Context: an optimization exercise on an open-source flow, tuned for small area and a short achievable clock period. The choices shown serve that exercise and are no tape-out recipe.
Function was not checked in any run shown here: the RTL went through the layout flow alone.
Power and IR drop assume default switching activity.

<file path="standard.sh">
#!/bin/bash
# synth_recipe.tcl (not shown) runs the flow's synth.tcl, then flattens the netlist and writes it again
# the make line also repeats each setting of config.mk as NAME=value (left out here)
make -C /OpenROAD-flow-scripts/flow DESIGN_CONFIG=/design/flow/config.mk WORK_HOME=/design/flow/orfs CLKGATE_MAP_FILE= SYNTH_SCRIPT=/design/flow/synth_recipe.tcl "${@:-finish}"
</file>
<file path="design.v">
module multiplier_logic (
    input  wire        clk,
    input  wire        rst_n,
    input  wire [15:0] a,
    input  wire [15:0] b,
    output reg  [31:0] y
);
  reg r1_a0;
  reg r1_a1;
  reg r1_a2;
  reg r1_a3;
  reg r1_a4;
  reg r1_a5;
  reg r1_a6;
  reg r1_a7;
  reg r1_a8;
  reg r1_a9;
  reg r1_a10;
  reg r1_a11;
  reg r1_a12;
  reg r1_a13;
  reg r1_a14;
  reg r1_a15;
  reg r1_b15;
  reg r1_one1;
  reg r1_two2;
  reg r1_neg3;
  reg r1_one4;
  reg r1_two5;
  reg r1_neg6;
  reg r1_one7;
  reg r1_two8;
  reg r1_neg9;
  reg r1_one10;
  reg r1_two11;
  reg r1_neg12;
  reg r1_one13;
  reg r1_two14;
  reg r1_neg15;
  reg r1_one16;
  reg r1_two17;
  reg r1_neg18;
  reg r1_one19;
  reg r1_two20;
  reg r1_neg21;
  reg r1_one22;
  reg r1_two23;
  reg r1_neg24;
  reg r2_s193;
  reg r2_s195;
  reg r2_s199;
  reg r2_c200;
  reg r2_s201;
  reg r2_p63;
  reg r2_s203;
  reg r2_c202;
  reg r2_c204;
  reg r2_s205;
  reg r2_s207;
  reg r2_s209;
  reg r2_c210;
  reg r2_s213;
  reg r2_c214;
  reg r2_s219;
  reg r2_c218;
  reg r2_s221;
  reg r2_c220;
  reg r2_s223;
  reg r2_s227;
  reg r2_c224;
  reg r2_s229;
  reg r2_s233;
  reg r2_c230;
  reg r2_s235;
  reg r2_c236;
  reg r2_s241;
  reg r2_s243;
  reg r2_s245;
  reg r2_s247;
  reg r2_c242;
  reg r2_c244;
  reg r2_s249;
  reg r2_s253;
  reg r2_s255;
  reg r2_c250;
  reg r2_s257;
  reg r2_s261;
  reg r2_c258;
  reg r2_s263;
  reg r2_s265;
  reg r2_s269;
  reg r2_s271;
  reg r2_c264;
  reg r2_c266;
  reg r2_s273;
  reg r2_s279;
  reg r2_c274;
  reg r2_s281;
  reg r2_s283;
  reg r2_c282;
  reg r2_c284;
  reg r2_s291;
  reg r2_s293;
  reg r2_s297;
  reg r2_c292;
  reg r2_c294;
  reg r2_s299;
  reg r2_s301;
  reg r2_c300;
  reg r2_c302;
  reg r2_s307;
  reg r2_s309;
  reg r2_s311;
  reg r2_s313;
  reg r2_c308;
  reg r2_c310;
  reg r2_s315;
  reg r2_s317;
  reg r2_s319;
  reg r2_c316;
  reg r2_s321;
  reg r2_s325;
  reg r2_c322;
  reg r2_s327;
  reg r2_s331;
  reg r2_c328;
  reg r2_s333;
  reg r2_c332;
  reg r2_s335;
  reg r2_c334;
  reg r2_s337;
  reg r2_s339;
  reg r2_c338;
  reg r2_s341;
  reg r2_c342;
  reg r2_s345;
  reg r2_c346;
  reg r2_s349;
  reg r2_c348;
  reg r2_s351;
  reg r2_c350;
  reg r2_c352;
  reg r2_s353;
  reg r2_s355;
  reg r3_r2_s193;
  reg r3_r2_s195;
  reg r3_r2_s199;
  reg r3_s357;
  reg r3_s361;
  reg r3_s365;
  reg r3_c366;
  reg r3_s367;
  reg r3_r2_c210;
  reg r3_r2_s213;
  reg r3_c368;
  reg r3_r2_c214;
  reg r3_r2_s219;
  reg r3_r2_s223;
  reg r3_s369;
  reg r3_c370;
  reg r3_s371;
  reg r3_c372;
  reg r3_s373;
  reg r3_c374;
  reg r3_s375;
  reg r3_s377;
  reg r3_s379;
  reg r3_c380;
  reg r3_s383;
  reg r3_c384;
  reg r3_s387;
  reg r3_s393;
  reg r3_c392;
  reg r3_s397;
  reg r3_c394;
  reg r3_c398;
  reg r3_s401;
  reg r3_s407;
  reg r3_c406;
  reg r3_s411;
  reg r3_c408;
  reg r3_s417;
  reg r3_c416;
  reg r3_s421;
  reg r3_c418;
  reg r3_s425;
  reg r3_c424;
  reg r3_s427;
  reg r3_c426;
  reg r3_s431;
  reg r3_s435;
  reg r3_s437;
  reg r3_c436;
  reg r3_s439;
  reg r3_s441;
  reg r3_c440;
  reg r3_s443;
  reg r3_r2_s355;
  reg r3_c444;
  wire one1 = b[0] ^ 1'b0;
  wire two2 = (b[1] & ~b[0] & ~1'b0) | (~b[1] & b[0] & 1'b0);
  wire neg3 = b[1];
  wire one4 = b[2] ^ b[1];
  wire two5 = (b[3] & ~b[2] & ~b[1]) | (~b[3] & b[2] & b[1]);
  wire neg6 = b[3];
  wire one7 = b[4] ^ b[3];
  wire two8 = (b[5] & ~b[4] & ~b[3]) | (~b[5] & b[4] & b[3]);
  wire neg9 = b[5];
  wire one10 = b[6] ^ b[5];
  wire two11 = (b[7] & ~b[6] & ~b[5]) | (~b[7] & b[6] & b[5]);
  wire neg12 = b[7];
  wire one13 = b[8] ^ b[7];
  wire two14 = (b[9] & ~b[8] & ~b[7]) | (~b[9] & b[8] & b[7]);
  wire neg15 = b[9];
  wire one16 = b[10] ^ b[9];
  wire two17 = (b[11] & ~b[10] & ~b[9]) | (~b[11] & b[10] & b[9]);
  wire neg18 = b[11];
  wire one19 = b[12] ^ b[11];
  wire two20 = (b[13] & ~b[12] & ~b[11]) | (~b[13] & b[12] & b[11]);
  wire neg21 = b[13];
  wire one22 = b[14] ^ b[13];
  wire two23 = (b[15] & ~b[14] & ~b[13]) | (~b[15] & b[14] & b[13]);
  wire neg24 = b[15];
  wire p25 = ((r1_one1 & r1_a0) | (r1_two2 & 1'b0)) ^ r1_neg3;
  wire p26 = ((r1_one1 & r1_a1) | (r1_two2 & r1_a0)) ^ r1_neg3;
  wire p27 = ((r1_one1 & r1_a2) | (r1_two2 & r1_a1)) ^ r1_neg3;
  wire p28 = ((r1_one1 & r1_a3) | (r1_two2 & r1_a2)) ^ r1_neg3;
  wire p29 = ((r1_one1 & r1_a4) | (r1_two2 & r1_a3)) ^ r1_neg3;
  wire p30 = ((r1_one1 & r1_a5) | (r1_two2 & r1_a4)) ^ r1_neg3;
  wire p31 = ((r1_one1 & r1_a6) | (r1_two2 & r1_a5)) ^ r1_neg3;
  wire p32 = ((r1_one1 & r1_a7) | (r1_two2 & r1_a6)) ^ r1_neg3;
  wire p33 = ((r1_one1 & r1_a8) | (r1_two2 & r1_a7)) ^ r1_neg3;
  wire p34 = ((r1_one1 & r1_a9) | (r1_two2 & r1_a8)) ^ r1_neg3;
  wire p35 = ((r1_one1 & r1_a10) | (r1_two2 & r1_a9)) ^ r1_neg3;
  wire p36 = ((r1_one1 & r1_a11) | (r1_two2 & r1_a10)) ^ r1_neg3;
  wire p37 = ((r1_one1 & r1_a12) | (r1_two2 & r1_a11)) ^ r1_neg3;
  wire p38 = ((r1_one1 & r1_a13) | (r1_two2 & r1_a12)) ^ r1_neg3;
  wire p39 = ((r1_one1 & r1_a14) | (r1_two2 & r1_a13)) ^ r1_neg3;
  wire p40 = ((r1_one1 & r1_a15) | (r1_two2 & r1_a14)) ^ r1_neg3;
  wire p41 = ((r1_one1 & 1'b0) | (r1_two2 & r1_a15)) ^ r1_neg3;
  wire ns42 = ~r1_neg3;
  wire ng43 = r1_neg3;
  wire p44 = ((r1_one4 & r1_a0) | (r1_two5 & 1'b0)) ^ r1_neg6;
  wire p45 = ((r1_one4 & r1_a1) | (r1_two5 & r1_a0)) ^ r1_neg6;
  wire p46 = ((r1_one4 & r1_a2) | (r1_two5 & r1_a1)) ^ r1_neg6;
  wire p47 = ((r1_one4 & r1_a3) | (r1_two5 & r1_a2)) ^ r1_neg6;
  wire p48 = ((r1_one4 & r1_a4) | (r1_two5 & r1_a3)) ^ r1_neg6;
  wire p49 = ((r1_one4 & r1_a5) | (r1_two5 & r1_a4)) ^ r1_neg6;
  wire p50 = ((r1_one4 & r1_a6) | (r1_two5 & r1_a5)) ^ r1_neg6;
  wire p51 = ((r1_one4 & r1_a7) | (r1_two5 & r1_a6)) ^ r1_neg6;
  wire p52 = ((r1_one4 & r1_a8) | (r1_two5 & r1_a7)) ^ r1_neg6;
  wire p53 = ((r1_one4 & r1_a9) | (r1_two5 & r1_a8)) ^ r1_neg6;
  wire p54 = ((r1_one4 & r1_a10) | (r1_two5 & r1_a9)) ^ r1_neg6;
  wire p55 = ((r1_one4 & r1_a11) | (r1_two5 & r1_a10)) ^ r1_neg6;
  wire p56 = ((r1_one4 & r1_a12) | (r1_two5 & r1_a11)) ^ r1_neg6;
  wire p57 = ((r1_one4 & r1_a13) | (r1_two5 & r1_a12)) ^ r1_neg6;
  wire p58 = ((r1_one4 & r1_a14) | (r1_two5 & r1_a13)) ^ r1_neg6;
  wire p59 = ((r1_one4 & r1_a15) | (r1_two5 & r1_a14)) ^ r1_neg6;
  wire p60 = ((r1_one4 & 1'b0) | (r1_two5 & r1_a15)) ^ r1_neg6;
  wire ns61 = ~r1_neg6;
  wire ng62 = r1_neg6;
  wire p63 = ((r1_one7 & r1_a0) | (r1_two8 & 1'b0)) ^ r1_neg9;
  wire p64 = ((r1_one7 & r1_a1) | (r1_two8 & r1_a0)) ^ r1_neg9;
  wire p65 = ((r1_one7 & r1_a2) | (r1_two8 & r1_a1)) ^ r1_neg9;
  wire p66 = ((r1_one7 & r1_a3) | (r1_two8 & r1_a2)) ^ r1_neg9;
  wire p67 = ((r1_one7 & r1_a4) | (r1_two8 & r1_a3)) ^ r1_neg9;
  wire p68 = ((r1_one7 & r1_a5) | (r1_two8 & r1_a4)) ^ r1_neg9;
  wire p69 = ((r1_one7 & r1_a6) | (r1_two8 & r1_a5)) ^ r1_neg9;
  wire p70 = ((r1_one7 & r1_a7) | (r1_two8 & r1_a6)) ^ r1_neg9;
  wire p71 = ((r1_one7 & r1_a8) | (r1_two8 & r1_a7)) ^ r1_neg9;
  wire p72 = ((r1_one7 & r1_a9) | (r1_two8 & r1_a8)) ^ r1_neg9;
  wire p73 = ((r1_one7 & r1_a10) | (r1_two8 & r1_a9)) ^ r1_neg9;
  wire p74 = ((r1_one7 & r1_a11) | (r1_two8 & r1_a10)) ^ r1_neg9;
  wire p75 = ((r1_one7 & r1_a12) | (r1_two8 & r1_a11)) ^ r1_neg9;
  wire p76 = ((r1_one7 & r1_a13) | (r1_two8 & r1_a12)) ^ r1_neg9;
  wire p77 = ((r1_one7 & r1_a14) | (r1_two8 & r1_a13)) ^ r1_neg9;
  wire p78 = ((r1_one7 & r1_a15) | (r1_two8 & r1_a14)) ^ r1_neg9;
  wire p79 = ((r1_one7 & 1'b0) | (r1_two8 & r1_a15)) ^ r1_neg9;
  wire ns80 = ~r1_neg9;
  wire ng81 = r1_neg9;
  wire p82 = ((r1_one10 & r1_a0) | (r1_two11 & 1'b0)) ^ r1_neg12;
  wire p83 = ((r1_one10 & r1_a1) | (r1_two11 & r1_a0)) ^ r1_neg12;
  wire p84 = ((r1_one10 & r1_a2) | (r1_two11 & r1_a1)) ^ r1_neg12;
  wire p85 = ((r1_one10 & r1_a3) | (r1_two11 & r1_a2)) ^ r1_neg12;
  wire p86 = ((r1_one10 & r1_a4) | (r1_two11 & r1_a3)) ^ r1_neg12;
  wire p87 = ((r1_one10 & r1_a5) | (r1_two11 & r1_a4)) ^ r1_neg12;
  wire p88 = ((r1_one10 & r1_a6) | (r1_two11 & r1_a5)) ^ r1_neg12;
  wire p89 = ((r1_one10 & r1_a7) | (r1_two11 & r1_a6)) ^ r1_neg12;
  wire p90 = ((r1_one10 & r1_a8) | (r1_two11 & r1_a7)) ^ r1_neg12;
  wire p91 = ((r1_one10 & r1_a9) | (r1_two11 & r1_a8)) ^ r1_neg12;
  wire p92 = ((r1_one10 & r1_a10) | (r1_two11 & r1_a9)) ^ r1_neg12;
  wire p93 = ((r1_one10 & r1_a11) | (r1_two11 & r1_a10)) ^ r1_neg12;
  wire p94 = ((r1_one10 & r1_a12) | (r1_two11 & r1_a11)) ^ r1_neg12;
  wire p95 = ((r1_one10 & r1_a13) | (r1_two11 & r1_a12)) ^ r1_neg12;
  wire p96 = ((r1_one10 & r1_a14) | (r1_two11 & r1_a13)) ^ r1_neg12;
  wire p97 = ((r1_one10 & r1_a15) | (r1_two11 & r1_a14)) ^ r1_neg12;
  wire p98 = ((r1_one10 & 1'b0) | (r1_two11 & r1_a15)) ^ r1_neg12;
  wire ns99 = ~r1_neg12;
  wire ng100 = r1_neg12;
  wire p101 = ((r1_one13 & r1_a0) | (r1_two14 & 1'b0)) ^ r1_neg15;
  wire p102 = ((r1_one13 & r1_a1) | (r1_two14 & r1_a0)) ^ r1_neg15;
  wire p103 = ((r1_one13 & r1_a2) | (r1_two14 & r1_a1)) ^ r1_neg15;
  wire p104 = ((r1_one13 & r1_a3) | (r1_two14 & r1_a2)) ^ r1_neg15;
  wire p105 = ((r1_one13 & r1_a4) | (r1_two14 & r1_a3)) ^ r1_neg15;
  wire p106 = ((r1_one13 & r1_a5) | (r1_two14 & r1_a4)) ^ r1_neg15;
  wire p107 = ((r1_one13 & r1_a6) | (r1_two14 & r1_a5)) ^ r1_neg15;
  wire p108 = ((r1_one13 & r1_a7) | (r1_two14 & r1_a6)) ^ r1_neg15;
  wire p109 = ((r1_one13 & r1_a8) | (r1_two14 & r1_a7)) ^ r1_neg15;
  wire p110 = ((r1_one13 & r1_a9) | (r1_two14 & r1_a8)) ^ r1_neg15;
  wire p111 = ((r1_one13 & r1_a10) | (r1_two14 & r1_a9)) ^ r1_neg15;
  wire p112 = ((r1_one13 & r1_a11) | (r1_two14 & r1_a10)) ^ r1_neg15;
  wire p113 = ((r1_one13 & r1_a12) | (r1_two14 & r1_a11)) ^ r1_neg15;
  wire p114 = ((r1_one13 & r1_a13) | (r1_two14 & r1_a12)) ^ r1_neg15;
  wire p115 = ((r1_one13 & r1_a14) | (r1_two14 & r1_a13)) ^ r1_neg15;
  wire p116 = ((r1_one13 & r1_a15) | (r1_two14 & r1_a14)) ^ r1_neg15;
  wire p117 = ((r1_one13 & 1'b0) | (r1_two14 & r1_a15)) ^ r1_neg15;
  wire ns118 = ~r1_neg15;
  wire ng119 = r1_neg15;
  wire p120 = ((r1_one16 & r1_a0) | (r1_two17 & 1'b0)) ^ r1_neg18;
  wire p121 = ((r1_one16 & r1_a1) | (r1_two17 & r1_a0)) ^ r1_neg18;
  wire p122 = ((r1_one16 & r1_a2) | (r1_two17 & r1_a1)) ^ r1_neg18;
  wire p123 = ((r1_one16 & r1_a3) | (r1_two17 & r1_a2)) ^ r1_neg18;
  wire p124 = ((r1_one16 & r1_a4) | (r1_two17 & r1_a3)) ^ r1_neg18;
  wire p125 = ((r1_one16 & r1_a5) | (r1_two17 & r1_a4)) ^ r1_neg18;
  wire p126 = ((r1_one16 & r1_a6) | (r1_two17 & r1_a5)) ^ r1_neg18;
  wire p127 = ((r1_one16 & r1_a7) | (r1_two17 & r1_a6)) ^ r1_neg18;
  wire p128 = ((r1_one16 & r1_a8) | (r1_two17 & r1_a7)) ^ r1_neg18;
  wire p129 = ((r1_one16 & r1_a9) | (r1_two17 & r1_a8)) ^ r1_neg18;
  wire p130 = ((r1_one16 & r1_a10) | (r1_two17 & r1_a9)) ^ r1_neg18;
  wire p131 = ((r1_one16 & r1_a11) | (r1_two17 & r1_a10)) ^ r1_neg18;
  wire p132 = ((r1_one16 & r1_a12) | (r1_two17 & r1_a11)) ^ r1_neg18;
  wire p133 = ((r1_one16 & r1_a13) | (r1_two17 & r1_a12)) ^ r1_neg18;
  wire p134 = ((r1_one16 & r1_a14) | (r1_two17 & r1_a13)) ^ r1_neg18;
  wire p135 = ((r1_one16 & r1_a15) | (r1_two17 & r1_a14)) ^ r1_neg18;
  wire p136 = ((r1_one16 & 1'b0) | (r1_two17 & r1_a15)) ^ r1_neg18;
  wire ns137 = ~r1_neg18;
  wire ng138 = r1_neg18;
  wire p139 = ((r1_one19 & r1_a0) | (r1_two20 & 1'b0)) ^ r1_neg21;
  wire p140 = ((r1_one19 & r1_a1) | (r1_two20 & r1_a0)) ^ r1_neg21;
  wire p141 = ((r1_one19 & r1_a2) | (r1_two20 & r1_a1)) ^ r1_neg21;
  wire p142 = ((r1_one19 & r1_a3) | (r1_two20 & r1_a2)) ^ r1_neg21;
  wire p143 = ((r1_one19 & r1_a4) | (r1_two20 & r1_a3)) ^ r1_neg21;
  wire p144 = ((r1_one19 & r1_a5) | (r1_two20 & r1_a4)) ^ r1_neg21;
  wire p145 = ((r1_one19 & r1_a6) | (r1_two20 & r1_a5)) ^ r1_neg21;
  wire p146 = ((r1_one19 & r1_a7) | (r1_two20 & r1_a6)) ^ r1_neg21;
  wire p147 = ((r1_one19 & r1_a8) | (r1_two20 & r1_a7)) ^ r1_neg21;
  wire p148 = ((r1_one19 & r1_a9) | (r1_two20 & r1_a8)) ^ r1_neg21;
  wire p149 = ((r1_one19 & r1_a10) | (r1_two20 & r1_a9)) ^ r1_neg21;
  wire p150 = ((r1_one19 & r1_a11) | (r1_two20 & r1_a10)) ^ r1_neg21;
  wire p151 = ((r1_one19 & r1_a12) | (r1_two20 & r1_a11)) ^ r1_neg21;
  wire p152 = ((r1_one19 & r1_a13) | (r1_two20 & r1_a12)) ^ r1_neg21;
  wire p153 = ((r1_one19 & r1_a14) | (r1_two20 & r1_a13)) ^ r1_neg21;
  wire p154 = ((r1_one19 & r1_a15) | (r1_two20 & r1_a14)) ^ r1_neg21;
  wire p155 = ((r1_one19 & 1'b0) | (r1_two20 & r1_a15)) ^ r1_neg21;
  wire ns156 = ~r1_neg21;
  wire ng157 = r1_neg21;
  wire p158 = ((r1_one22 & r1_a0) | (r1_two23 & 1'b0)) ^ r1_neg24;
  wire p159 = ((r1_one22 & r1_a1) | (r1_two23 & r1_a0)) ^ r1_neg24;
  wire p160 = ((r1_one22 & r1_a2) | (r1_two23 & r1_a1)) ^ r1_neg24;
  wire p161 = ((r1_one22 & r1_a3) | (r1_two23 & r1_a2)) ^ r1_neg24;
  wire p162 = ((r1_one22 & r1_a4) | (r1_two23 & r1_a3)) ^ r1_neg24;
  wire p163 = ((r1_one22 & r1_a5) | (r1_two23 & r1_a4)) ^ r1_neg24;
  wire p164 = ((r1_one22 & r1_a6) | (r1_two23 & r1_a5)) ^ r1_neg24;
  wire p165 = ((r1_one22 & r1_a7) | (r1_two23 & r1_a6)) ^ r1_neg24;
  wire p166 = ((r1_one22 & r1_a8) | (r1_two23 & r1_a7)) ^ r1_neg24;
  wire p167 = ((r1_one22 & r1_a9) | (r1_two23 & r1_a8)) ^ r1_neg24;
  wire p168 = ((r1_one22 & r1_a10) | (r1_two23 & r1_a9)) ^ r1_neg24;
  wire p169 = ((r1_one22 & r1_a11) | (r1_two23 & r1_a10)) ^ r1_neg24;
  wire p170 = ((r1_one22 & r1_a12) | (r1_two23 & r1_a11)) ^ r1_neg24;
  wire p171 = ((r1_one22 & r1_a13) | (r1_two23 & r1_a12)) ^ r1_neg24;
  wire p172 = ((r1_one22 & r1_a14) | (r1_two23 & r1_a13)) ^ r1_neg24;
  wire p173 = ((r1_one22 & r1_a15) | (r1_two23 & r1_a14)) ^ r1_neg24;
  wire p174 = ((r1_one22 & 1'b0) | (r1_two23 & r1_a15)) ^ r1_neg24;
  wire ns175 = ~r1_neg24;
  wire ng176 = r1_neg24;
  wire p177 = r1_a0 & r1_b15;
  wire p178 = r1_a1 & r1_b15;
  wire p179 = r1_a2 & r1_b15;
  wire p180 = r1_a3 & r1_b15;
  wire p181 = r1_a4 & r1_b15;
  wire p182 = r1_a5 & r1_b15;
  wire p183 = r1_a6 & r1_b15;
  wire p184 = r1_a7 & r1_b15;
  wire p185 = r1_a8 & r1_b15;
  wire p186 = r1_a9 & r1_b15;
  wire p187 = r1_a10 & r1_b15;
  wire p188 = r1_a11 & r1_b15;
  wire p189 = r1_a12 & r1_b15;
  wire p190 = r1_a13 & r1_b15;
  wire p191 = r1_a14 & r1_b15;
  wire p192 = r1_a15 & r1_b15;
  wire s193 = ng43 ^ p25;
  wire c194 = ng43 & p25;
  wire s195 = p26 ^ c194;
  wire c196 = p26 & c194;
  wire s197, c198;
  mult_fa u_s197 (.x(ng62), .y(p27), .z(p44), .s(s197), .c(c198));
  wire s199 = c196 ^ s197;
  wire c200 = c196 & s197;
  wire s201, c202;
  mult_fa u_s201 (.x(p28), .y(p45), .z(c198), .s(s201), .c(c202));
  wire s203, c204;
  mult_fa u_s203 (.x(ng81), .y(p29), .z(p46), .s(s203), .c(c204));
  wire s205, c206;
  mult_fa u_s205 (.x(p30), .y(p47), .z(p64), .s(s205), .c(c206));
  wire s207, c208;
  mult_fa u_s207 (.x(ng100), .y(p31), .z(p48), .s(s207), .c(c208));
  wire s209, c210;
  mult_fa u_s209 (.x(p65), .y(p82), .z(c206), .s(s209), .c(c210));
  wire s211, c212;
  mult_fa u_s211 (.x(p32), .y(p49), .z(p66), .s(s211), .c(c212));
  wire s213, c214;
  mult_fa u_s213 (.x(p83), .y(c208), .z(s211), .s(s213), .c(c214));
  wire s215, c216;
  mult_fa u_s215 (.x(ng119), .y(p101), .z(p33), .s(s215), .c(c216));
  wire s217, c218;
  mult_fa u_s217 (.x(p50), .y(p67), .z(p84), .s(s217), .c(c218));
  wire s219, c220;
  mult_fa u_s219 (.x(c212), .y(s215), .z(s217), .s(s219), .c(c220));
  wire s221, c222;
  mult_fa u_s221 (.x(p102), .y(p34), .z(p51), .s(s221), .c(c222));
  wire s223, c224;
  mult_fa u_s223 (.x(p68), .y(p85), .z(c216), .s(s223), .c(c224));
  wire s225, c226;
  mult_fa u_s225 (.x(ng138), .y(p103), .z(p120), .s(s225), .c(c226));
  wire s227, c228;
  mult_fa u_s227 (.x(p35), .y(p52), .z(p69), .s(s227), .c(c228));
  wire s229, c230;
  mult_fa u_s229 (.x(p86), .y(c222), .z(s225), .s(s229), .c(c230));
  wire s231, c232;
  mult_fa u_s231 (.x(p104), .y(p121), .z(p36), .s(s231), .c(c232));
  wire s233, c234;
  mult_fa u_s233 (.x(p53), .y(p70), .z(p87), .s(s233), .c(c234));
  wire s235, c236;
  mult_fa u_s235 (.x(c226), .y(c228), .z(s231), .s(s235), .c(c236));
  wire s237, c238;
  mult_fa u_s237 (.x(ng157), .y(p105), .z(p122), .s(s237), .c(c238));
  wire s239, c240;
  mult_fa u_s239 (.x(p139), .y(p37), .z(p54), .s(s239), .c(c240));
  wire s241, c242;
  mult_fa u_s241 (.x(p71), .y(p88), .z(c232), .s(s241), .c(c242));
  wire s243, c244;
  mult_fa u_s243 (.x(c234), .y(s237), .z(s239), .s(s243), .c(c244));
  wire s245, c246;
  mult_fa u_s245 (.x(p106), .y(p123), .z(p140), .s(s245), .c(c246));
  wire s247, c248;
  mult_fa u_s247 (.x(p38), .y(p55), .z(p72), .s(s247), .c(c248));
  wire s249, c250;
  mult_fa u_s249 (.x(p89), .y(c238), .z(c240), .s(s249), .c(c250));
  wire s251, c252;
  mult_fa u_s251 (.x(ng176), .y(p107), .z(p124), .s(s251), .c(c252));
  wire s253, c254;
  mult_fa u_s253 (.x(p141), .y(p158), .z(p39), .s(s253), .c(c254));
  wire s255, c256;
  mult_fa u_s255 (.x(p56), .y(p73), .z(p90), .s(s255), .c(c256));
  wire s257, c258;
  mult_fa u_s257 (.x(c246), .y(c248), .z(s251), .s(s257), .c(c258));
  wire s259, c260;
  mult_fa u_s259 (.x(p108), .y(p125), .z(p142), .s(s259), .c(c260));
  wire s261, c262;
  mult_fa u_s261 (.x(p159), .y(p40), .z(p57), .s(s261), .c(c262));
  wire s263, c264;
  mult_fa u_s263 (.x(p74), .y(p91), .z(c252), .s(s263), .c(c264));
  wire s265, c266;
  mult_fa u_s265 (.x(c254), .y(c256), .z(s259), .s(s265), .c(c266));
  wire s267, c268;
  mult_fa u_s267 (.x(p177), .y(p109), .z(p126), .s(s267), .c(c268));
  wire s269, c270;
  mult_fa u_s269 (.x(p143), .y(p160), .z(p41), .s(s269), .c(c270));
  wire s271, c272;
  mult_fa u_s271 (.x(p58), .y(p75), .z(p92), .s(s271), .c(c272));
  wire s273, c274;
  mult_fa u_s273 (.x(c260), .y(c262), .z(s267), .s(s273), .c(c274));
  wire s275, c276;
  mult_fa u_s275 (.x(1'b1), .y(ns42), .z(p178), .s(s275), .c(c276));
  wire s277, c278;
  mult_fa u_s277 (.x(p110), .y(p127), .z(p144), .s(s277), .c(c278));
  wire s279, c280;
  mult_fa u_s279 (.x(p161), .y(p59), .z(p76), .s(s279), .c(c280));
  wire s281, c282;
  mult_fa u_s281 (.x(p93), .y(s275), .z(c268), .s(s281), .c(c282));
  wire s283, c284;
  mult_fa u_s283 (.x(c270), .y(c272), .z(s277), .s(s283), .c(c284));
  wire s285, c286;
  mult_fa u_s285 (.x(1'b1), .y(p179), .z(p111), .s(s285), .c(c286));
  wire s287, c288;
  mult_fa u_s287 (.x(p128), .y(p145), .z(p162), .s(s287), .c(c288));
  wire s289, c290;
  mult_fa u_s289 (.x(p60), .y(p77), .z(p94), .s(s289), .c(c290));
  wire s291, c292;
  mult_fa u_s291 (.x(c276), .y(c278), .z(c280), .s(s291), .c(c292));
  wire s293, c294;
  mult_fa u_s293 (.x(s285), .y(s287), .z(s289), .s(s293), .c(c294));
  wire s295, c296;
  mult_fa u_s295 (.x(ns61), .y(p180), .z(p112), .s(s295), .c(c296));
  wire s297, c298;
  mult_fa u_s297 (.x(p129), .y(p146), .z(p163), .s(s297), .c(c298));
  wire s299, c300;
  mult_fa u_s299 (.x(p78), .y(p95), .z(c286), .s(s299), .c(c300));
  wire s301, c302;
  mult_fa u_s301 (.x(c288), .y(c290), .z(s295), .s(s301), .c(c302));
  wire s303, c304;
  mult_fa u_s303 (.x(1'b1), .y(p181), .z(p113), .s(s303), .c(c304));
  wire s305, c306;
  mult_fa u_s305 (.x(p130), .y(p147), .z(p164), .s(s305), .c(c306));
  wire s307, c308;
  mult_fa u_s307 (.x(p79), .y(p96), .z(c296), .s(s307), .c(c308));
  wire s309, c310;
  mult_fa u_s309 (.x(c298), .y(s303), .z(s305), .s(s309), .c(c310));
  wire s311, c312;
  mult_fa u_s311 (.x(ns80), .y(p182), .z(p114), .s(s311), .c(c312));
  wire s313, c314;
  mult_fa u_s313 (.x(p131), .y(p148), .z(p165), .s(s313), .c(c314));
  wire s315, c316;
  mult_fa u_s315 (.x(p97), .y(c304), .z(c306), .s(s315), .c(c316));
  wire s317, c318;
  mult_fa u_s317 (.x(1'b1), .y(p183), .z(p115), .s(s317), .c(c318));
  wire s319, c320;
  mult_fa u_s319 (.x(p132), .y(p149), .z(p166), .s(s319), .c(c320));
  wire s321, c322;
  mult_fa u_s321 (.x(p98), .y(c312), .z(c314), .s(s321), .c(c322));
  wire s323, c324;
  mult_fa u_s323 (.x(ns99), .y(p184), .z(p116), .s(s323), .c(c324));
  wire s325, c326;
  mult_fa u_s325 (.x(p133), .y(p150), .z(p167), .s(s325), .c(c326));
  wire s327, c328;
  mult_fa u_s327 (.x(c318), .y(c320), .z(s323), .s(s327), .c(c328));
  wire s329, c330;
  mult_fa u_s329 (.x(1'b1), .y(p185), .z(p117), .s(s329), .c(c330));
  wire s331, c332;
  mult_fa u_s331 (.x(p134), .y(p151), .z(p168), .s(s331), .c(c332));
  wire s333, c334;
  mult_fa u_s333 (.x(c324), .y(c326), .z(s329), .s(s333), .c(c334));
  wire s335, c336;
  mult_fa u_s335 (.x(ns118), .y(p186), .z(p135), .s(s335), .c(c336));
  wire s337, c338;
  mult_fa u_s337 (.x(p152), .y(p169), .z(c330), .s(s337), .c(c338));
  wire s339, c340;
  mult_fa u_s339 (.x(1'b1), .y(p187), .z(p136), .s(s339), .c(c340));
  wire s341, c342;
  mult_fa u_s341 (.x(p153), .y(p170), .z(c336), .s(s341), .c(c342));
  wire s343, c344;
  mult_fa u_s343 (.x(ns137), .y(p188), .z(p154), .s(s343), .c(c344));
  wire s345, c346;
  mult_fa u_s345 (.x(p171), .y(c340), .z(s343), .s(s345), .c(c346));
  wire s347, c348;
  mult_fa u_s347 (.x(1'b1), .y(p189), .z(p155), .s(s347), .c(c348));
  wire s349, c350;
  mult_fa u_s349 (.x(p172), .y(c344), .z(s347), .s(s349), .c(c350));
  wire s351, c352;
  mult_fa u_s351 (.x(ns156), .y(p190), .z(p173), .s(s351), .c(c352));
  wire s353, c354;
  mult_fa u_s353 (.x(1'b1), .y(p191), .z(p174), .s(s353), .c(c354));
  wire s355, c356;
  mult_fa u_s355 (.x(ns175), .y(p192), .z(c354), .s(s355), .c(c356));
  wire s357 = r2_c200 ^ r2_s201;
  wire c358 = r2_c200 & r2_s201;
  wire s359, c360;
  mult_fa u_s359 (.x(r2_c202), .y(r2_p63), .z(r2_s203), .s(s359), .c(c360));
  wire s361 = c358 ^ s359;
  wire c362 = c358 & s359;
  wire s363, c364;
  mult_fa u_s363 (.x(r2_c204), .y(r2_s205), .z(c360), .s(s363), .c(c364));
  wire s365 = c362 ^ s363;
  wire c366 = c362 & s363;
  wire s367, c368;
  mult_fa u_s367 (.x(r2_s207), .y(r2_s209), .z(c364), .s(s367), .c(c368));
  wire s369, c370;
  mult_fa u_s369 (.x(r2_c218), .y(r2_c220), .z(r2_s221), .s(s369), .c(c370));
  wire s371, c372;
  mult_fa u_s371 (.x(r2_c224), .y(r2_s227), .z(r2_s229), .s(s371), .c(c372));
  wire s373, c374;
  mult_fa u_s373 (.x(r2_c230), .y(r2_s233), .z(r2_s235), .s(s373), .c(c374));
  wire s375, c376;
  mult_fa u_s375 (.x(r2_c236), .y(r2_s241), .z(r2_s243), .s(s375), .c(c376));
  wire s377, c378;
  mult_fa u_s377 (.x(r2_c242), .y(r2_c244), .z(r2_s245), .s(s377), .c(c378));
  wire s379, c380;
  mult_fa u_s379 (.x(r2_s247), .y(r2_s249), .z(c376), .s(s379), .c(c380));
  wire s381, c382;
  mult_fa u_s381 (.x(r2_c250), .y(r2_s253), .z(r2_s255), .s(s381), .c(c382));
  wire s383, c384;
  mult_fa u_s383 (.x(r2_s257), .y(c378), .z(s381), .s(s383), .c(c384));
  wire s385, c386;
  mult_fa u_s385 (.x(r2_c258), .y(r2_s261), .z(r2_s263), .s(s385), .c(c386));
  wire s387, c388;
  mult_fa u_s387 (.x(r2_s265), .y(c382), .z(s385), .s(s387), .c(c388));
  wire s389, c390;
  mult_fa u_s389 (.x(r2_c264), .y(r2_c266), .z(r2_s269), .s(s389), .c(c390));
  wire s391, c392;
  mult_fa u_s391 (.x(r2_s271), .y(r2_s273), .z(c386), .s(s391), .c(c392));
  wire s393, c394;
  mult_fa u_s393 (.x(s389), .y(c388), .z(s391), .s(s393), .c(c394));
  wire s395, c396;
  mult_fa u_s395 (.x(r2_c274), .y(r2_s279), .z(r2_s281), .s(s395), .c(c396));
  wire s397, c398;
  mult_fa u_s397 (.x(r2_s283), .y(c390), .z(s395), .s(s397), .c(c398));
  wire s399, c400;
  mult_fa u_s399 (.x(r2_c282), .y(r2_c284), .z(r2_s291), .s(s399), .c(c400));
  wire s401, c402;
  mult_fa u_s401 (.x(r2_s293), .y(c396), .z(s399), .s(s401), .c(c402));
  wire s403, c404;
  mult_fa u_s403 (.x(r2_c292), .y(r2_c294), .z(r2_s297), .s(s403), .c(c404));
  wire s405, c406;
  mult_fa u_s405 (.x(r2_s299), .y(r2_s301), .z(c400), .s(s405), .c(c406));
  wire s407, c408;
  mult_fa u_s407 (.x(s403), .y(c402), .z(s405), .s(s407), .c(c408));
  wire s409, c410;
  mult_fa u_s409 (.x(r2_c300), .y(r2_c302), .z(r2_s307), .s(s409), .c(c410));
  wire s411, c412;
  mult_fa u_s411 (.x(r2_s309), .y(c404), .z(s409), .s(s411), .c(c412));
  wire s413, c414;
  mult_fa u_s413 (.x(r2_c308), .y(r2_c310), .z(r2_s311), .s(s413), .c(c414));
  wire s415, c416;
  mult_fa u_s415 (.x(r2_s313), .y(r2_s315), .z(c410), .s(s415), .c(c416));
  wire s417, c418;
  mult_fa u_s417 (.x(s413), .y(c412), .z(s415), .s(s417), .c(c418));
  wire s419, c420;
  mult_fa u_s419 (.x(r2_c316), .y(r2_s317), .z(r2_s319), .s(s419), .c(c420));
  wire s421, c422;
  mult_fa u_s421 (.x(r2_s321), .y(c414), .z(s419), .s(s421), .c(c422));
  wire s423, c424;
  mult_fa u_s423 (.x(r2_c322), .y(r2_s325), .z(r2_s327), .s(s423), .c(c424));
  wire s425, c426;
  mult_fa u_s425 (.x(c420), .y(s423), .z(c422), .s(s425), .c(c426));
  wire s427, c428;
  mult_fa u_s427 (.x(r2_c328), .y(r2_s331), .z(r2_s333), .s(s427), .c(c428));
  wire s429, c430;
  mult_fa u_s429 (.x(r2_c332), .y(r2_c334), .z(r2_s335), .s(s429), .c(c430));
  wire s431, c432;
  mult_fa u_s431 (.x(r2_s337), .y(c428), .z(s429), .s(s431), .c(c432));
  wire s433, c434;
  mult_fa u_s433 (.x(r2_c338), .y(r2_s339), .z(r2_s341), .s(s433), .c(c434));
  wire s435, c436;
  mult_fa u_s435 (.x(c430), .y(s433), .z(c432), .s(s435), .c(c436));
  wire s437, c438;
  mult_fa u_s437 (.x(r2_c342), .y(r2_s345), .z(c434), .s(s437), .c(c438));
  wire s439, c440;
  mult_fa u_s439 (.x(r2_c346), .y(r2_s349), .z(c438), .s(s439), .c(c440));
  wire s441, c442;
  mult_fa u_s441 (.x(r2_c348), .y(r2_c350), .z(r2_s351), .s(s441), .c(c442));
  wire s443, c444;
  mult_fa u_s443 (.x(r2_c352), .y(r2_s353), .z(c442), .s(s443), .c(c444));
  wire s445 = r3_c368 ^ r3_r2_c210;
  wire c446 = r3_c368 & r3_r2_c210;
  wire s447 = r3_r2_c214 ^ r3_r2_s219;
  wire c448 = r3_r2_c214 & r3_r2_s219;
  wire s449 = r3_r2_s223 ^ r3_s369;
  wire c450 = r3_r2_s223 & r3_s369;
  wire s451 = r3_c370 ^ r3_s371;
  wire c452 = r3_c370 & r3_s371;
  wire s453 = r3_c372 ^ r3_s373;
  wire c454 = r3_c372 & r3_s373;
  wire s455 = r3_c374 ^ r3_s375;
  wire c456 = r3_c374 & r3_s375;
  wire s457 = r3_s377 ^ r3_s379;
  wire c458 = r3_s377 & r3_s379;
  wire s459 = r3_c380 ^ r3_s383;
  wire c460 = r3_c380 & r3_s383;
  wire s461 = r3_c384 ^ r3_s387;
  wire c462 = r3_c384 & r3_s387;
  wire s463 = r3_c392 ^ r3_c394;
  wire c464 = r3_c392 & r3_c394;
  wire s465 = r3_c398 ^ r3_s401;
  wire c466 = r3_c398 & r3_s401;
  wire s467 = r3_c406 ^ r3_c408;
  wire c468 = r3_c406 & r3_c408;
  wire s469 = r3_c416 ^ r3_c418;
  wire c470 = r3_c416 & r3_c418;
  wire s471 = r3_c424 ^ r3_c426;
  wire c472 = r3_c424 & r3_c426;
  wire [31:0] ra = {r3_c444, r3_s443, r3_c440, r3_s439, r3_c436, r3_s435, r3_s431, r3_s427, r3_s425, r3_s421, r3_s417, r3_s411, r3_s407, c464, r3_s397, r3_s393, c460, c458, c456, c454, c452, c450, c448, c446, r3_r2_s213, r3_c366, r3_s365, r3_s361, r3_s357, r3_r2_s199, r3_r2_s195, r3_r2_s193};
  wire [31:0] rb = {r3_r2_s355, 1'b0, r3_s441, 1'b0, r3_s437, 1'b0, c472, s471, c470, s469, c468, s467, c466, s465, s463, c462, s461, s459, s457, s455, s453, s451, s449, s447, s445, r3_s367, 1'b0, 1'b0, 1'b0, 1'b0, 1'b0, 1'b0};
  wire [20:0] plo = ra[19:0] + rb[19:0];
  reg [20:0] r4_plo;
  reg [11:0] r4_ha, r4_hb;
  always @(posedge clk) begin r4_plo <= plo; r4_ha <= ra[31:20]; r4_hb <= rb[31:20]; end
  wire [12:0] phs = {r4_ha, r4_plo[20]} + {r4_hb, r4_plo[20]};
  wire [11:0] phi = phs[12:1];
  wire [31:0] prod = {phi, r4_plo[19:0]};
  always @(posedge clk) begin
    r1_a0 <= a[0];
    r1_a1 <= a[1];
    r1_a2 <= a[2];
    r1_a3 <= a[3];
    r1_a4 <= a[4];
    r1_a5 <= a[5];
    r1_a6 <= a[6];
    r1_a7 <= a[7];
    r1_a8 <= a[8];
    r1_a9 <= a[9];
    r1_a10 <= a[10];
    r1_a11 <= a[11];
    r1_a12 <= a[12];
    r1_a13 <= a[13];
    r1_a14 <= a[14];
    r1_a15 <= a[15];
    r1_b15 <= b[15];
    r1_one1 <= one1;
    r1_two2 <= two2;
    r1_neg3 <= neg3;
    r1_one4 <= one4;
    r1_two5 <= two5;
    r1_neg6 <= neg6;
    r1_one7 <= one7;
    r1_two8 <= two8;
    r1_neg9 <= neg9;
    r1_one10 <= one10;
    r1_two11 <= two11;
    r1_neg12 <= neg12;
    r1_one13 <= one13;
    r1_two14 <= two14;
    r1_neg15 <= neg15;
    r1_one16 <= one16;
    r1_two17 <= two17;
    r1_neg18 <= neg18;
    r1_one19 <= one19;
    r1_two20 <= two20;
    r1_neg21 <= neg21;
    r1_one22 <= one22;
    r1_two23 <= two23;
    r1_neg24 <= neg24;
    r2_s193 <= s193;
    r2_s195 <= s195;
    r2_s199 <= s199;
    r2_c200 <= c200;
    r2_s201 <= s201;
    r2_p63 <= p63;
    r2_s203 <= s203;
    r2_c202 <= c202;
    r2_c204 <= c204;
    r2_s205 <= s205;
    r2_s207 <= s207;
    r2_s209 <= s209;
    r2_c210 <= c210;
    r2_s213 <= s213;
    r2_c214 <= c214;
    r2_s219 <= s219;
    r2_c218 <= c218;
    r2_s221 <= s221;
    r2_c220 <= c220;
    r2_s223 <= s223;
    r2_s227 <= s227;
    r2_c224 <= c224;
    r2_s229 <= s229;
    r2_s233 <= s233;
    r2_c230 <= c230;
    r2_s235 <= s235;
    r2_c236 <= c236;
    r2_s241 <= s241;
    r2_s243 <= s243;
    r2_s245 <= s245;
    r2_s247 <= s247;
    r2_c242 <= c242;
    r2_c244 <= c244;
    r2_s249 <= s249;
    r2_s253 <= s253;
    r2_s255 <= s255;
    r2_c250 <= c250;
    r2_s257 <= s257;
    r2_s261 <= s261;
    r2_c258 <= c258;
    r2_s263 <= s263;
    r2_s265 <= s265;
    r2_s269 <= s269;
    r2_s271 <= s271;
    r2_c264 <= c264;
    r2_c266 <= c266;
    r2_s273 <= s273;
    r2_s279 <= s279;
    r2_c274 <= c274;
    r2_s281 <= s281;
    r2_s283 <= s283;
    r2_c282 <= c282;
    r2_c284 <= c284;
    r2_s291 <= s291;
    r2_s293 <= s293;
    r2_s297 <= s297;
    r2_c292 <= c292;
    r2_c294 <= c294;
    r2_s299 <= s299;
    r2_s301 <= s301;
    r2_c300 <= c300;
    r2_c302 <= c302;
    r2_s307 <= s307;
    r2_s309 <= s309;
    r2_s311 <= s311;
    r2_s313 <= s313;
    r2_c308 <= c308;
    r2_c310 <= c310;
    r2_s315 <= s315;
    r2_s317 <= s317;
    r2_s319 <= s319;
    r2_c316 <= c316;
    r2_s321 <= s321;
    r2_s325 <= s325;
    r2_c322 <= c322;
    r2_s327 <= s327;
    r2_s331 <= s331;
    r2_c328 <= c328;
    r2_s333 <= s333;
    r2_c332 <= c332;
    r2_s335 <= s335;
    r2_c334 <= c334;
    r2_s337 <= s337;
    r2_s339 <= s339;
    r2_c338 <= c338;
    r2_s341 <= s341;
    r2_c342 <= c342;
    r2_s345 <= s345;
    r2_c346 <= c346;
    r2_s349 <= s349;
    r2_c348 <= c348;
    r2_s351 <= s351;
    r2_c350 <= c350;
    r2_c352 <= c352;
    r2_s353 <= s353;
    r2_s355 <= s355;
    r3_r2_s193 <= r2_s193;
    r3_r2_s195 <= r2_s195;
    r3_r2_s199 <= r2_s199;
    r3_s357 <= s357;
    r3_s361 <= s361;
    r3_s365 <= s365;
    r3_c366 <= c366;
    r3_s367 <= s367;
    r3_r2_c210 <= r2_c210;
    r3_r2_s213 <= r2_s213;
    r3_c368 <= c368;
    r3_r2_c214 <= r2_c214;
    r3_r2_s219 <= r2_s219;
    r3_r2_s223 <= r2_s223;
    r3_s369 <= s369;
    r3_c370 <= c370;
    r3_s371 <= s371;
    r3_c372 <= c372;
    r3_s373 <= s373;
    r3_c374 <= c374;
    r3_s375 <= s375;
    r3_s377 <= s377;
    r3_s379 <= s379;
    r3_c380 <= c380;
    r3_s383 <= s383;
    r3_c384 <= c384;
    r3_s387 <= s387;
    r3_s393 <= s393;
    r3_c392 <= c392;
    r3_s397 <= s397;
    r3_c394 <= c394;
    r3_c398 <= c398;
    r3_s401 <= s401;
    r3_s407 <= s407;
    r3_c406 <= c406;
    r3_s411 <= s411;
    r3_c408 <= c408;
    r3_s417 <= s417;
    r3_c416 <= c416;
    r3_s421 <= s421;
    r3_c418 <= c418;
    r3_s425 <= s425;
    r3_c424 <= c424;
    r3_s427 <= s427;
    r3_c426 <= c426;
    r3_s431 <= s431;
    r3_s435 <= s435;
    r3_s437 <= s437;
    r3_c436 <= c436;
    r3_s439 <= s439;
    r3_s441 <= s441;
    r3_c440 <= c440;
    r3_s443 <= s443;
    r3_r2_s355 <= r2_s355;
    r3_c444 <= c444;
  end
  reg [3:0] v;
  always @(posedge clk) begin
    if (!rst_n) begin
      v <= 4'd0;
      y <= 32'd0;
    end else begin
      v <= {v[2:0], 1'b1};
      y <= v[3] ? prod : 32'd0;
    end
  end
endmodule
module mult_fa (input wire x, input wire y, input wire z, output wire s, output wire c);
  assign s = x ^ y ^ z;
  assign c = (x & y) | (x & z) | (y & z);
endmodule
</file>
<file path="config.mk">
export PLATFORM = sky130hd
export DESIGN_NAME = multiplier_logic
export DESIGN_NICKNAME = multiplier_logic
export VERILOG_FILES = /design/flow/design.v
export SDC_FILE = /design/flow/constraint.sdc
export NUM_CORES = 4
export LEC_CHECK = 0
export CAP_MARGIN = 20
export CORE_MARGIN = 2
export CORE_UTILIZATION = 40
export CTS_CLUSTER_DIAMETER = 60
export CTS_CLUSTER_SIZE = 50
export SETUP_SLACK_MARGIN = 2.5
export SLEW_MARGIN = 20
export SYNTH_HIERARCHICAL = 1
export SYNTH_MINIMUM_KEEP_SIZE = 0
</file>
<file path="flow/run.sh">
#!/bin/bash
# Layout: the standard flow (standard.sh), with the port buffers that
# global placement inserts made from plain buf_1 cells instead of the tool's
# default pick; repair_timing still resizes them where timing needs it.
set -euo pipefail
export BUFFER_PORTS_ARGS="-buffer_cell sky130_fd_sc_hd__buf_1"
bash standard.sh > standard_flow.log 2>&1
</file>
<file path="constraint.sdc">
create_clock -name core_clock -period 4.5 [get_ports {clk}]
set_input_delay 0.9000 -clock core_clock [delete_from_list [all_inputs] [get_ports {clk}]]
set_output_delay 0.9000 -clock core_clock [all_outputs]
set_load 0.01 [all_outputs]
</file>
==> impl_metrics.py, run 1 <==
metrics = {
    "run_status": {
        "status": "complete, no violations",
    },
    "logic_synthesis": {
        "synth.most_common_cell": "dfxtp_1",
        "yosys_most_used_dff": "dfxtp_1",
        "syn_avg_cell_area_um2": 12.1,
        "synth_top_area_cell": "dfxtp_1",
        "syn_inst": 1016,
        "synth_top_area_share_pct": 43.8,
        "synth_edf_count": 0,
        "ys_ff_latch": 269,
        "yosysWarningCount": 7,
        "ys_types": 55,
        "async_flop_share_pct": 0,
        "synth.cell_area_mm2": 0.0123,
        "ys_seq_area_share_pct": 43.8,
        "synth_area_leaders": "dfxtp_1, fa_1, xnor2_1",
        "synth_common_cells": "dfxtp_1, xnor2_1, a22oi_1, fa_1, clkbuf_1",
    },
    "final_layout": {
        "area_growth_pct": 15.1,
        "nFillCells": 2794,
        "drive_above_1_share_pct": 14.5,
        "utilization_pct": 46.5,
        "fin_nets": 1252,
    },
    "pwr": {
        "power_frac_seq_pct": 38.5,
        "pwr_density_cell_mw_per_mm2": 689,
        "sw_frac_of_total_pct": 35.9,
        "pwr-share-comb_pct": 42.1,
        "p_int_mw": 6.26,
        "switching_power_mw": 3.50,
        "peakVddDrop_mv": 0.338,
        "p_leak_nw": 5.38,
        "p_clk_share_pct": 19.4,
    },
    "floorplanning": {
        "core_region_area_mm2": 0.0304,
        "row_count": 64,
        "fp.dieW_um": 179,
        "dieArea_mm2": 0.0322,
        "die_h_um": 179,
        "initial_utilization_pct": 40.4,
        "boundaryPins": 66,
    },
    "placed_design": {
        "dp_hpwl_um": 17100,
        "gp_congestion": 0.846,
        "portBuffers": 65,
    },
    "route": {
        "routed_wl_um": 25900,
        "ant_nets": 0,
        "wl_per_cell_um": 17.7,
        "firstDrtPassIters": 6,
        "vias": 7395,
        "drcViolationCount": 0,
        "vias_per_cell": 5.05,
        "drt_iter0_drc": 547,
    },
    "clock_tree": {
        "clock-sinks": 269,
        "cts_tree": "yes",
        "postCtsHoldBufs": 0,
        "clock-root-buffer": "clkbuf_16",
        "cts_buffers": 20,
        "clk_latency_ps": 520,
        "cts.htree.levels": 1,
        "cts.clk_slew.worst_paths_ps": 90,
        "cts_buffer_depth": 3,
    },
    "worst_setup_path": {
        "crit_arrival_ps": 2420,
        "r2r_cells": 5,
        "required_ps": 4900,
        "ff2ff_setup_slack_ps": 2480,
        "critPathLaunchType": "register",
        "rr_startpoint": "r1_a4",
        "r2r-end": "r2_s219",
        "startpoint": "r1_a4",
        "critPathMaxFanout": 8,
        "end_kind": "register",
        "critPathKind": "register to register",
    },
    "min_path": {
        "holdPathStages": 0,
        "worstHoldPathType": "register to register",
        "min_from": "r2_c210",
        "min_to": "r3_r2_c210",
    },
    "global_route": {
        "grt_pass1_wl_um": 41100,
        "grt_antenna_before_repair": 1,
        "grt_max_degree": 36,
        "grt_pass1_vias": 7610,
        "gr-usage-all-layers_pct": 16.1,
        "grt-ovfl-total": 0,
    },
    "flow_run": {
        "drv_cap": 0,
    },
    "timing": {
        "grt_setup_unrepaired": "true",
        "finalCritPeriodShare_pct": 45.0,
        "fin_setup_tns_ps": 0,
        "hold_viol": 0,
        "slew_violations": 0,
        "skew_ps": 16.8,
        "setup_viol": 0,
        "min_period_ps": 2020,
        "fmax_ghz": 0.494,
    },
}
-- worst max-delay path, cell delays in order, from the launching register on --
cell,delay [ps]
dfxtp_4,400
buf_4,190
a22oi_1,210
xnor2_1,120
fa_1,570
fa_1,410
-- how the worst max path moves through the flow --
stage	end
2_1_floorplan	r2_s219
4_1_cts	r4_plo[18]
5_1_grt	r4_plo[20]
3_3_place_gp	y[27]
6_report	r2_s219
3_5_place_dp	y[27]
-- cell families (layout without fill, tap and decap cells) --
logic type	count (synthesis)	after routing	share of synthesized area [%]
muxes	1	1	0.0813
AOI/OAI and AO/OA	194	194	11.6
and+or+nand+nor	130	130	5.98
adders and majority gates	163	163	24.0
other	1	9	0.0305
DFF	269	269	43.8
buffers and inverters	101	146	3.31
xor gates and xnor gates	157	157	11.2
-- layout make-up --
| class | count | area, µm² | share of cell area, % |
|---|---|---|---|
| multi-input cells | 653 | 6850 | 48.4 |
| clock inverters | 13 | 183 | 1.29 |
| repair buffers | 101 | 537 | 3.79 |
| inverters | 10 | 37.5 | 0.265 |
| flip-flops and latches | 269 | 5530 | 39.0 |
| well taps | 396 | 495 | 3.50 |
| diodes | 1 | 2.50 | 0.0177 |
| clock buffers | 22 | 529 | 3.74 |
-- per-module statistics from Yosys, one instance, submodules excluded --
module            area, µm²  cells  flops+latches  times used
mult_fa                20.0      1              0         120
multiplier_logic       9900    896            269           1
-- per-stage QoR --
| stage | hold slack, ps | instance area (µm²) | setup WS, ps | power (mW) | instances |
|---|---|---|---|---|---|
| after CTS | 330 | 13700 | 2500 | 9.38 | 1435 |
| after detailed placement | 312 | 12700 | 1850 | 7.23 | 1398 |
| final | 330 | 14200 | 2480 | 9.76 | 1465 |
| after global routing | 338 | 14200 | 2430 | 10.6 | 1464 |
| after floorplan | 310 | 12500 | 2460 | 6.37 | 1023 |
| after global placement | 312 | 12700 | 1870 | 7.16 | 1398 |
-- cell usage in the layout (no fill, tap or decap), types with 20 or more instances in the layout --
cell / count
a22oi_1: 115
and2_1: 20
and3_1: 26
buf_1: 64
buf_4: 33
clkbuf_16: 21
dfxtp_1: 229
dfxtp_4: 38
fa_1: 121
ha_1: 26
nand2_1: 22
xnor2_1: 141
-- metal layers --
metal	up-vias	wire, µm	share of wire, %	GRT usage (%)
met5	-	0	0	0
met4	0	455	1.8	4.84
met3	43	1840	7.1	4.35
met2	276	11400	44	24.4
met1	3561	12300	47	22.6
li1	3515	-	-	-
-- flip-flops by register name, indices dropped and copies added (netlist names), 4 cells and up --
name    flops
r4_hb       9
v           4
r4_ha      12
y          32
r4_plo     21
-- repair_timing --
item	4_1_cts	5_1_grt
resized for setup	93	39
pin swaps	7	9
buffers inserted	2	29
gates cloned	0	0
setup endpoints to repair	74	33
-- power groups by stage --
| stage | sequential (mW) | combinational (mW) | clock, mW |
|---|---|---|---|
| 2_1_floorplan | 3.56 | 2.81 | 0 |
| 3_3_place_gp | 3.79 | 3.38 | 0 |
| 3_5_place_dp | 3.80 | 3.43 | 0 |
| 4_1_cts | 3.75 | 3.67 | 1.96 |
| 5_1_grt | 3.85 | 4.67 | 2.05 |
| 6_report | 3.76 | 4.11 | 1.90 |
==> inputs of run 2 (changes only) <==
==> run.sh (new file) <==
#!/bin/bash
# synth_recipe.tcl (not shown) runs the flow's synth.tcl, then flattens the netlist and writes it again
# the make line also repeats each setting of config.mk as NAME=value (left out here)
make -C /OpenROAD-flow-scripts/flow DESIGN_CONFIG=/design/flow/config.mk WORK_HOME=/design/flow/orfs CLKGATE_MAP_FILE= SYNTH_SCRIPT=/design/flow/synth_recipe.tcl finish
removed: flow/run.sh
removed: standard.sh
==> run 2 against run 1 <==
Effect of this change:
- final cell count fell by 0.27%
- cell area increased by 2.1%
- sequential power barely moved
- setup slack improved by 43 ps
- count of clock-buffer cells in the layout is 2 higher
- via count grew 1.3%
- hold slack is essentially flat
- non-clock buffer count fell by 9
- critical path type unchanged
- maximum frequency increased by 2.2%
==> impl_metrics.py, run 2 <==
metrics = {
    "run_status": {
        "status": "complete, no violations",
    },
    "route": {
        "vias_per_cell": 5.13,
        "vias": 7490,
        "drt_iter0_drc": 679,
        "routed_wl_um": 26100,
        "ant_nets": 0,
        "firstDrtPassIters": 6,
        "drcViolationCount": 0,
        "wl_per_cell_um": 17.9,
    },
    "floorplanning": {
        "fp.dieW_um": 179,
        "dieArea_mm2": 0.0322,
        "boundaryPins": 66,
        "initial_utilization_pct": 40.4,
        "die_h_um": 179,
        "core_region_area_mm2": 0.0304,
        "row_count": 64,
    },
    "timing": {
        "slew_violations": 0,
        "grt_setup_unrepaired": "true",
        "maxSlewHeadroom_pct": 57.2,
        "setup_viol": 0,
        "skew_ps": 17.1,
        "hold_viol": 0,
        "tightest_slew_ps": 641,
        "whs_ps": 330,
        "finalCritPeriodShare_pct": 44.0,
        "min_period_ps": 1980,
        "fmax_ghz": 0.505,
        "fin_setup_tns_ps": 0,
    },
    "global_route": {
        "grt_antenna_before_repair": 0,
        "grt_max_degree": 36,
        "gr-usage-all-layers_pct": 16.1,
        "grt-ovfl-total": 0,
        "grt_pass1_wl_um": 40500,
        "grt_pass1_vias": 7462,
    },
    "worst_setup_path": {
        "path_common_cell": "fa_1",
        "critPathKind": "register to register",
        "cp_num_buf_inv": 1,
        "cp_cell_sequence": "buf_6 -> a22oi_1 -> xnor2_1 -> fa_1 -> fa_1",
        "critPathLaunchType": "register",
        "r2r_cells": 5,
        "crit_arrival_ps": 2380,
        "required_ps": 4900,
        "cp_slowest_stage_delay_ps": 480,
        "crit_family": "adder cells",
        "worst-path-stages": 5,
        "critPathMaxFanout": 10,
        "end_kind": "register",
        "critPathSlowestCell": "fa_1",
    },
    "final_layout": {
        "final_area_mm2": 0.0145,
        "top_register": "y",
        "largest_registers": "y (32), r4_plo (21), r4_ha (12)",
        "layout_common_cells": "dfxtp_1, xnor2_1, fa_1",
        "largest_register_ffs": 32,
        "nFillCells": 2735,
        "final_common_cell": "dfxtp_1",
        "fin_cells": 1461,
        "area_growth_pct": 17.6,
        "fin_nets": 1246,
        "diodes": 0,
        "drive_above_1_share_pct": 17.1,
    },
    "clock_tree": {
        "clk_latency_ps": 530,
        "cts_buffers": 23,
        "clock-sinks": 269,
        "postCtsHoldBufs": 0,
        "clock-root-buffer": "clkbuf_16",
        "cts_buffer_depth": 3,
        "cts.clk_slew.worst_paths_ps": 90,
        "cts.htree.levels": 1,
        "cts_tree": "yes",
    },
    "min_path": {
        "holdPathStages": 0,
        "worstHoldPathType": "register to register",
    },
    "logic_synthesis": {
        "synth.cell_area_mm2": 0.0123,
        "syn_inst": 1016,
        "ys_ff_latch": 269,
        "synth_top_area_cell": "dfxtp_1",
        "synth_area_leaders": "dfxtp_1, fa_1, xnor2_1",
        "synth_edf_count": 0,
        "async_flop_share_pct": 0,
        "synth_common_cells": "dfxtp_1, xnor2_1, a22oi_1, fa_1, clkbuf_1",
        "synth.most_common_cell": "dfxtp_1",
        "syn_avg_cell_area_um2": 12.1,
        "ys_types": 55,
        "ys_seq_area_share_pct": 43.8,
        "yosys_most_used_dff": "dfxtp_1",
        "synth_top_area_share_pct": 43.8,
        "yosysWarningCount": 7,
    },
    "pwr": {
        "p_leak_nw": 5.60,
        "peakVddDrop_mv": 0.391,
        "pwr_density_cell_mw_per_mm2": 686,
        "total_power_mw": 9.92,
    },
    "placed_design": {
        "gp_congestion": 0.809,
        "dp_hpwl_um": 17100,
        "placed_area_mm2": 0.0132,
        "dp.cells": 1398,
        "portBuffers": 65,
    },
    "flow_run": {
        "drv_cap": 0,
    },
}
==> run 2: cell counts after synthesis <==
No cell type changed its count.
==> run 2: kinds of logic after synthesis <==
| kind of cell | synth area share, % |
|---|---|
| fa+ha+maj | 24.0 |
| buf+inv | 3.31 |
| flops | 43.8 |
| xor+xnor | 11.2 |
| compound gates | 11.6 |
| mux | 0.0813 |
| other cells | 0.0305 |
| simple gates | 5.98 |
==> run 2: final cells by class <==
class / instances / area [µm²] / share of cell area [%]
clock buffers: 24 / 589 / 4.07
clock inverters: 17 / 255 / 1.76
inverters: 10 / 37.5 / 0.259
multi-input cells: 653 / 6790 / 46.9
flip-flops and latches: 269 / 5530 / 38.2
well taps: 396 / 495 / 3.43
repair buffers: 92 / 769 / 5.32
==> run 2: timing repair <==
action	4_1_cts	5_1_grt
pin swaps	4	7
endpoints found under the hold margin	0	0
setup endpoints to repair	107	63
setup buffers	2	20
gates resized for setup	167	63
==> run 2: per-layer routing <==
metal,track usage (%),vias to the layer above,routed length (µm)
met5,0,-,0
met4,5.17,0,588
met3,2.36,45,1860
met2,25.2,276,11700
met1,22.9,3659,12000
li1,-,3510,-
==> run 2: power by group <==
part / leakage, nW / total, mW / internal [mW] / switching, mW
clock: 0.403 / 2.16 / 1.07 / 1.08
combinational: 2.93 / 4.03 / 1.98 / 2.05
sequential: 2.27 / 3.74 / 3.26 / 0.481
==> run 2: Yosys stat by module (local to each module, per instance) <==
| module | times used | flops+latches | cells inside | area, µm² |
|---|---|---|---|---|
| mult_fa | 120 | 0 | 1 | 20.0 |
| multiplier_logic | 1 | 269 | 896 | 9900 |
==> run 2: path summary, 6_finish.rpt <==
path / start / end / slack [ps]
hold reg to reg: r2_s195 / r3_r2_s195 / 330
hold / removal: r2_s195 / r3_r2_s195 / 330
setup / recovery: r1_a7 / r2_s327 / 2520
setup reg to reg: r1_a7 / r2_s327 / 2520
==> run 2: metrics by stage <==
step / worst slack [ps] / utilization, %
after floorplan: 2460 / -
after detailed placement: 1940 / 43.2
after CTS: 2500 / 46.9
after global placement: 1970 / 43.2
after global routing: 2420 / 47.5
final: 2520 / 47.5
==> inputs of run 3 (changes only) <==
--- a/config.mk
+++ b/config.mk
@@ -10,7 +10,7 @@
 export CORE_UTILIZATION = 40
 export CTS_CLUSTER_DIAMETER = 60
 export CTS_CLUSTER_SIZE = 50
-export SETUP_SLACK_MARGIN = 2.5
+export SETUP_SLACK_MARGIN = 2.45
 export SLEW_MARGIN = 20
 export SYNTH_HIERARCHICAL = 1
 export SYNTH_MINIMUM_KEEP_SIZE = 0
==> run 3 against run 2 <==
Effect of this change:
- global-route usage decreased by 0.11 points
- clock power down 6%
- cell area down 1.9%
- total power decreased by 3.6%
- synthesized area stayed put
- final cell count shrank 1.6%
- die area did not move
- still clean
- utilization is 0.90 points lower
==> impl_metrics.py, run 3 <==
metrics = {
    "worst_setup_path": {
        "critPathKind": "register to register",
        "critPathSlowestCell": "fa_1",
        "crit_path_end": "r2_s213",
        "startpoint": "r1_a5",
        "cp_cell_sequence": "a22oi_1 -> xnor2_1 -> fa_1 -> fa_1",
        "path_common_cell": "fa_1",
        "rr_startpoint": "r1_a5",
        "r2r_cells": 4,
        "r2r-end": "r2_s213",
        "end_kind": "register",
        "critPathLaunchType": "register",
        "required_ps": 4890,
        "critPathMaxFanout": 17,
        "crit_arrival_ps": 2380,
        "cp_slowest_stage_delay_ps": 580,
        "ff2ff_setup_slack_ps": 2500,
    },
    "logic_synthesis": {
        "synth_edf_count": 0,
        "synth_fa_ha_area_share_pct": 24.0,
        "synth-compound-area-share_pct": 11.6,
        "yosys_most_used_dff": "dfxtp_1",
        "ys_seq_area_share_pct": 43.8,
        "synth.cell_area_mm2": 0.0123,
        "synth-xor-area-share_pct": 11.2,
        "synth-simple-area-share_pct": 5.98,
        "synth.most_common_cell": "dfxtp_1",
        "synth_top_family_by_area": "adder cells",
        "synth_top_area_cell": "dfxtp_1",
        "async_flop_share_pct": 0,
        "syn_inst": 1016,
        "muxShareOfSynthArea_pct": 0.0813,
        "ys_types": 55,
        "synth_common_cells": "dfxtp_1, xnor2_1, a22oi_1, fa_1, clkbuf_1",
        "yosysWarningCount": 7,
        "synth_top_area_share_pct": 43.8,
        "syn_avg_cell_area_um2": 12.1,
        "synth_area_leaders": "dfxtp_1, fa_1, xnor2_1",
        "ys_ff_latch": 269,
    },
    "global_route": {
        "grt_antenna_before_repair": 0,
        "grt_max_degree": 36,
        "grt_pass1_wl_um": 40500,
        "gr-usage-all-layers_pct": 16.0,
        "grt-ovfl-total": 0,
        "grt_pass1_vias": 7404,
    },
    "run_status": {
        "status": "complete, no violations",
    },
    "placed_design": {
        "portBuffers": 65,
        "dp.cells": 1397,
        "dp_hpwl_um": 17100,
        "gp_congestion": 0.840,
    },
    "route": {
        "wl_per_cell_um": 17.5,
        "firstDrtPassIters": 5,
        "drcViolationCount": 0,
        "vias": 7370,
        "vias_per_cell": 5.13,
        "drt_iter0_drc": 528,
        "routed_wl_um": 25100,
        "ant_nets": 0,
    },
    "floorplanning": {
        "fp.dieW_um": 179,
        "dieArea_mm2": 0.0322,
        "initial_utilization_pct": 40.4,
        "boundaryPins": 66,
        "core_region_area_mm2": 0.0304,
        "row_count": 64,
        "die_h_um": 179,
    },
    "final_layout": {
        "final_common_cell": "dfxtp_1",
        "largest_registers": "y (32), r4_plo (21), r4_ha (12)",
        "fin_nets": 1224,
        "area_growth_pct": 15.3,
        "fin_cells": 1437,
        "seqCellArea_mm2": 0.00553,
        "nFillCells": 2781,
        "drive_above_1_share_pct": 10.4,
        "layout_common_cells": "dfxtp_1, xnor2_1, a22oi_1",
        "diodes": 0,
        "largest_register_ffs": 32,
        "top_register": "y",
        "multi_input_area_mm2": 0.00666,
    },
    "timing": {
        "slew_violations": 0,
        "tightest_slew_ps": 629,
        "setup_viol": 0,
        "maxSlewHeadroom_pct": 58.0,
        "fin_setup_tns_ps": 0,
        "skew_ps": 14.3,
        "hold_viol": 0,
        "fmax_ghz": 0.500,
        "grt_setup_unrepaired": "false",
        "finalCritPeriodShare_pct": 44.4,
        "min_period_ps": 2000,
    },
    "min_path": {
        "worstHoldPathType": "register to register",
    },
    "clock_tree": {
        "cts_buffer_depth": 3,
        "cts_buffers": 20,
        "clk_latency_ps": 520,
        "clock-root-buffer": "clkbuf_16",
        "cts.clk_slew.worst_paths_ps": 80,
        "cts.htree.levels": 1,
        "clock-sinks": 269,
        "cts_tree": "yes",
    },
    "pwr": {
        "peakVddDrop_mv": 0.346,
        "pwr_density_cell_mw_per_mm2": 674,
        "p_leak_nw": 5.53,
    },
    "flow_run": {
        "drv_cap": 0,
    },
}
-- run 3: worst max-delay path: cells and delay by family, from the launching register on --
| kind | cells | cell delay (ps) |
|---|---|---|
| fa+ha+maj | 2 | 1040 |
| xor+xnor | 1 | 170 |
| compound gates | 1 | 150 |
| flops | 1 | 510 |
-- run 3: what timing repair did --
action                     4_1_cts  5_1_grt
pin swaps                        2        3
buffers inserted                 2        2
gates resized for setup        106       47
hold buffers                     0        0
setup endpoints to repair      104       55
-- run 3: cells by family (layout without fill, tap and decap cells) --
kind of cell               count (synthesis)  count (layout)
buffers and inverters                    101             119
adders and majority gates                163             163
muxes                                      1               1
DFF                                      269             269
other                                      1               8
AOI/OAI and AO/OA                        194             194
and+or+nand+nor                          130             130
xor gates and xnor gates                 157             157
-- run 3: layer usage --
metal / up-vias / wire, µm / global-route usage [%] / part of all wire [%]
met3: 40 / 1790 / 2.81 / 7.1
li1: 3476 / - / - / -
met2: 258 / 11000 / 24.5 / 44
met5: - / 0 / 0 / 0
met1: 3596 / 11800 / 23.2 / 47
met4: 0 / 475 / 4.44 / 1.9
-- run 3: Yosys stat by module, one instance, submodules excluded --
module,copies in the design,flops+latches
multiplier_logic,1,269
mult_fa,120,0
-- run 3: through the flow --
| step | hold slack, ps | utilization, % | total power [mW] | instance area, µm² | setup slack, ps |
|---|---|---|---|---|---|
| 3_3_place_gp | 312 | 43.2 | 7.22 | 13100 | 1560 |
| 4_1_cts | 333 | 46.1 | 9.44 | 14000 | 2450 |
| 2_1_floorplan | 310 | - | 6.36 | 12400 | 2420 |
| 6_report | 332 | 46.6 | 9.57 | 14200 | 2500 |
| 5_1_grt | 339 | 46.6 | 10.4 | 14200 | 2440 |
| 3_5_place_dp | 312 | 43.2 | 7.31 | 13100 | 1510 |
-- run 3: final cells by class --
| type | count | area share, % |
|---|---|---|
| clock buffer | 22 | 3.80 |
| inverter | 10 | 0.264 |
| sequential | 269 | 38.9 |
| tap | 396 | 3.49 |
| multi-input combinational | 653 | 46.9 |
| timing repair buffer | 73 | 4.95 |
| clock inverter | 14 | 1.60 |
-- run 3: how the worst min path moves through the flow --
stage | to | startpoint | cells after the start
after floorplan | r3_r2_c210 | r2_c210 | 0
after detailed placement | r3_r2_s213 | r2_s213 | 0
after CTS | r3_r2_s213 | r2_s213 | 0
final | r3_r2_s213 | r2_s213 | 0
after global routing | r3_r2_s199 | r2_s199 | 0
after global placement | r4_ha[11] | r3_c444 | 0
-- run 3: power breakdown --
part | leakage [nW] | total (mW) | switching [mW] | internal (mW)
clock network | 0.375 | 2.02 | 0.999 | 1.02
logic | 2.88 | 3.81 | 1.96 | 1.86
registers | 2.27 | 3.73 | 0.477 | 3.25

Check on run 3: ideal ports give 2.502 ns setup slack; a clkbuf_16 on the clock port and buf_2 on the inputs give 2.455 ns; moving port delays by the midpoint clock arrival (0.562 ns) as well gives 2.136 ns.
